From an optimization exercise on the open Yosys and OpenROAD flow, aimed at small area; shortcuts taken in it are not production practice. In this exercise RTL edits were held to simulation tests only and were not proved equivalent to the original.

run 2:
Design IKAOPM, start of the top module:
module IKAOPM #(parameter FULLY_SYNCHRONOUS = 1, parameter FAST_RESET = 0) (
    input   wire            i_EMUCLK,  
    input   wire            i_phiM_PCEN_n,  
    input   wire            i_IC_n,    
    output  wire            o_phi1,
    input   wire            i_CS_n,
    input   wire            i_RD_n,
    input   wire            i_WR_n,
    input   wire            i_A0,
    input   wire    [7:0]   i_D,
    output  wire    [7:0]   o_D,
    output  wire            o_D_OE,
    output  wire            o_CT2,  
    output  wire            o_CT1,  
    output  wire            o_IRQ_n,
    output  wire            o_SH1,
    output  wire            o_SH2,
    output  wire            o_SO,
    output  wire            o_EMU_R_SAMPLE, o_EMU_L_SAMPLE,
    output  wire signed     [15:0]  o_EMU_R_EX, o_EMU_L_EX,
    output  wire signed     [15:0]  o_EMU_R, o_EMU_L
);
Settings: LEC_CHECK=0, CAP_MARGIN=20, CORE_MARGIN=2, CORE_UTILIZATION=72, CTS_BUF_LIST=sky130_fd_sc_hd__clkbuf_8, CTS_CLUSTER_DIAMETER=60, CTS_CLUSTER_SIZE=15, PLACE_DENSITY=0.82, SLEW_MARGIN=20; clock period 10.0 ns.
run.sh (not shown) runs the stock make flow with config.mk's settings and CLKGATE_MAP_FILE= SYNTH_SCRIPT=/design/flow/synth_recipe.tcl, a recipe that flattens the netlist after the stock synthesis.
Complete run, failing final checks: run 2, reason antenna violations.
> inputs changed (run 2 -> run 3)
--- a/flow/design.v
+++ b/flow/design.v
@@ -2221,41 +2221,34 @@
     end
     else begin
         if(cycle_13)   r_accumulator <= r_add ? {{4{sound_inlatch[13]}}, sound_inlatch}                 : 17'd0;          
         else           r_accumulator <= r_add ? {{4{sound_inlatch[13]}}, sound_inlatch} + r_accumulator : r_accumulator;  
         if(i_CYCLE_29) l_accumulator <= l_add ? {{4{sound_inlatch[13]}}, sound_inlatch}                 : 17'd0;          
         else           l_accumulator <= l_add ? {{4{sound_inlatch[13]}}, sound_inlatch} + l_accumulator : l_accumulator;  
     end
 end
-reg     [15:0]  mcyc_piso;
+reg     [15:0]  mcyc14_r_piso, mcyc30_l_piso;
 reg     [1:0]   mcyc14_r_saturation_ctrl, mcyc30_l_saturation_ctrl;  
-reg             mcyc_piso_holds_r;
-reg             mcyc_r_loaded_z;
-reg             mcyc_l_next;
 always @(posedge i_EMUCLK) if(!phi1ncen_n) begin
     if(cycle_13) begin
-        mcyc_piso <= {~r_accumulator[17], r_accumulator[14:0]};  
+        mcyc14_r_piso <= {~r_accumulator[17], r_accumulator[14:0]};  
         mcyc14_r_saturation_ctrl <= {(r_accumulator[17:15] != 3'b000) & (r_accumulator[17:15] != 3'b111), r_accumulator[17]};
-        mcyc_piso_holds_r <= 1'b1;
-        mcyc_l_next <= mcyc_piso_holds_r ? ~mcyc30_l_saturation_ctrl[0] : mcyc_piso[1];
     end
-    else if(i_CYCLE_29) begin
-        mcyc_piso <= {~l_accumulator[17], l_accumulator[14:0]};  
+    else begin
+        mcyc14_r_piso[14:0] <= mcyc14_r_piso[15:1];  
+    end
+    if(i_CYCLE_29) begin
+        mcyc30_l_piso <= {~l_accumulator[17], l_accumulator[14:0]};  
         mcyc30_l_saturation_ctrl <= {(l_accumulator[17:15] != 3'b000) & (l_accumulator[17:15] != 3'b111), l_accumulator[17]};
-        mcyc_piso_holds_r <= 1'b0;
     end
     else begin
-        mcyc_piso[14:0] <= mcyc_piso[15:1];  
+        mcyc30_l_piso[14:0] <= mcyc30_l_piso[15:1];  
     end
-    mcyc_r_loaded_z <= cycle_13;
 end
-wire            mcyc14_r_piso_0 = mcyc_piso_holds_r ? mcyc_piso[0] : ~mcyc14_r_saturation_ctrl[0];
-wire            mcyc30_l_piso_0 = ~mcyc_piso_holds_r ? mcyc_piso[0] :
-                                  mcyc_r_loaded_z ? mcyc_l_next : ~mcyc30_l_saturation_ctrl[0];
 localparam  SAMPLE_STROBE_LENGTH = 1;  
 reg     [SAMPLE_STROBE_LENGTH+1:0]   r_sample_det, l_sample_det;
 always @(posedge i_EMUCLK) begin
     if(!i_MRST_n) begin
         r_sample_det[0] <= 1'b0;
         l_sample_det[0] <= 1'b0;
     end
     else begin
@@ -2319,18 +2312,18 @@
         o_EMU_R_EX <= r_parallel_saturated ? (r_parallel_extended[15] ? 16'h8000 : 16'h7FFF) : r_parallel_extended;
         o_EMU_L_EX <= l_parallel_saturated ? (l_parallel_extended[15] ? 16'h8000 : 16'h7FFF) : l_parallel_extended;
     end
 end
 assign  o_EMU_R = {o_EMU_R_EX[15:6], r_out_saturated ? o_EMU_R_EX[5:0] : acc_lowbits(o_EMU_R_EX)};
 assign  o_EMU_L = {o_EMU_L_EX[15:6], l_out_saturated ? o_EMU_L_EX[5:0] : acc_lowbits(o_EMU_L_EX)};
 reg             mcyc15_r_stream, mcyc31_l_stream;
 always @(posedge i_EMUCLK) if(!phi1ncen_n) begin
-    mcyc15_r_stream <= mcyc14_r_saturation_ctrl[1] ? ~mcyc14_r_saturation_ctrl[0] : mcyc14_r_piso_0;
-    mcyc31_l_stream <= mcyc30_l_saturation_ctrl[1] ? ~mcyc30_l_saturation_ctrl[0] : mcyc30_l_piso_0;
+    mcyc15_r_stream <= mcyc14_r_saturation_ctrl[1] ? ~mcyc14_r_saturation_ctrl[0] : mcyc14_r_piso[0];
+    mcyc31_l_stream <= mcyc30_l_saturation_ctrl[1] ? ~mcyc30_l_saturation_ctrl[0] : mcyc30_l_piso[0];
 end
 reg             mcyc16_r_stream_z, mcyc17_r_stream_zz, mcyc18_r_stream_zzz;
 reg             mcyc00_l_stream_z, mcyc01_l_stream_zz, mcyc02_l_stream_zzz;
 always @(posedge i_EMUCLK) if(!phi1ncen_n) begin
     mcyc16_r_stream_z <= mcyc15_r_stream;
     mcyc00_l_stream_z <= mcyc31_l_stream;
     mcyc17_r_stream_zz <= mcyc16_r_stream_z;
     mcyc01_l_stream_zz <= mcyc00_l_stream_z;
[summary]
Run 3 has completed all stages; timing, DRC and antenna checks passed.
Run 2 → run 3: multi-input gate share of the layout cell area now sits at about the same level, final instance count without filler cells now sits higher, minimum setup slack in the final design now sits higher.
| maximum clock rate | run 3 vs run 2 | 11 MHz higher |
Re clock skew: run 3 is 0.029 ns up on run 2.
Compared with run 2, in run 3 synthesized instance count went up by 0.97%; fill cell total of the finished layout went up by 0.36%; worst hold slack after final layout went up by 0.075 ns.
Compared with run 2, run 3 shows a lower part of the cycle the worst path needs.
Compared with run 2, run 3 is hungrier on power.
Compared with run 2, run 3 shows non-clock buffer total of the final layout that has gone up by a few percent.

afterwards: timing with drivers on the ports:
No port has a modelled driver above. Below, the same layouts with a new extraction and two added sets of constraints. Step 1 assumes that a clkbuf_16 drives the clock port and a buf_2 every other input. Step 2, shift: input delay + t, output delay - t, t = (earliest + latest rising clock arrival at the registers) / 2. This alone moves slack from input paths to output paths. Three values: ideal, step 1, step 2; two values: the first two.
| run | shift t [ns] | setup WS [ns] | hold WS [ns] | worst setup path after step 2 | worst slew at a driven data input, ns |
|---|---|---|---|---|---|
| run 2 | 1.152 | 2.543 / 2.543 / 2.543 | 0.266 / 0.266 / 0.266 | register to register | 0.11 |
| run 3 | 1.127 | 3.121 / 3.121 / 3.121 | 0.341 / 0.341 / 0.341 | register to register | 0.05 |
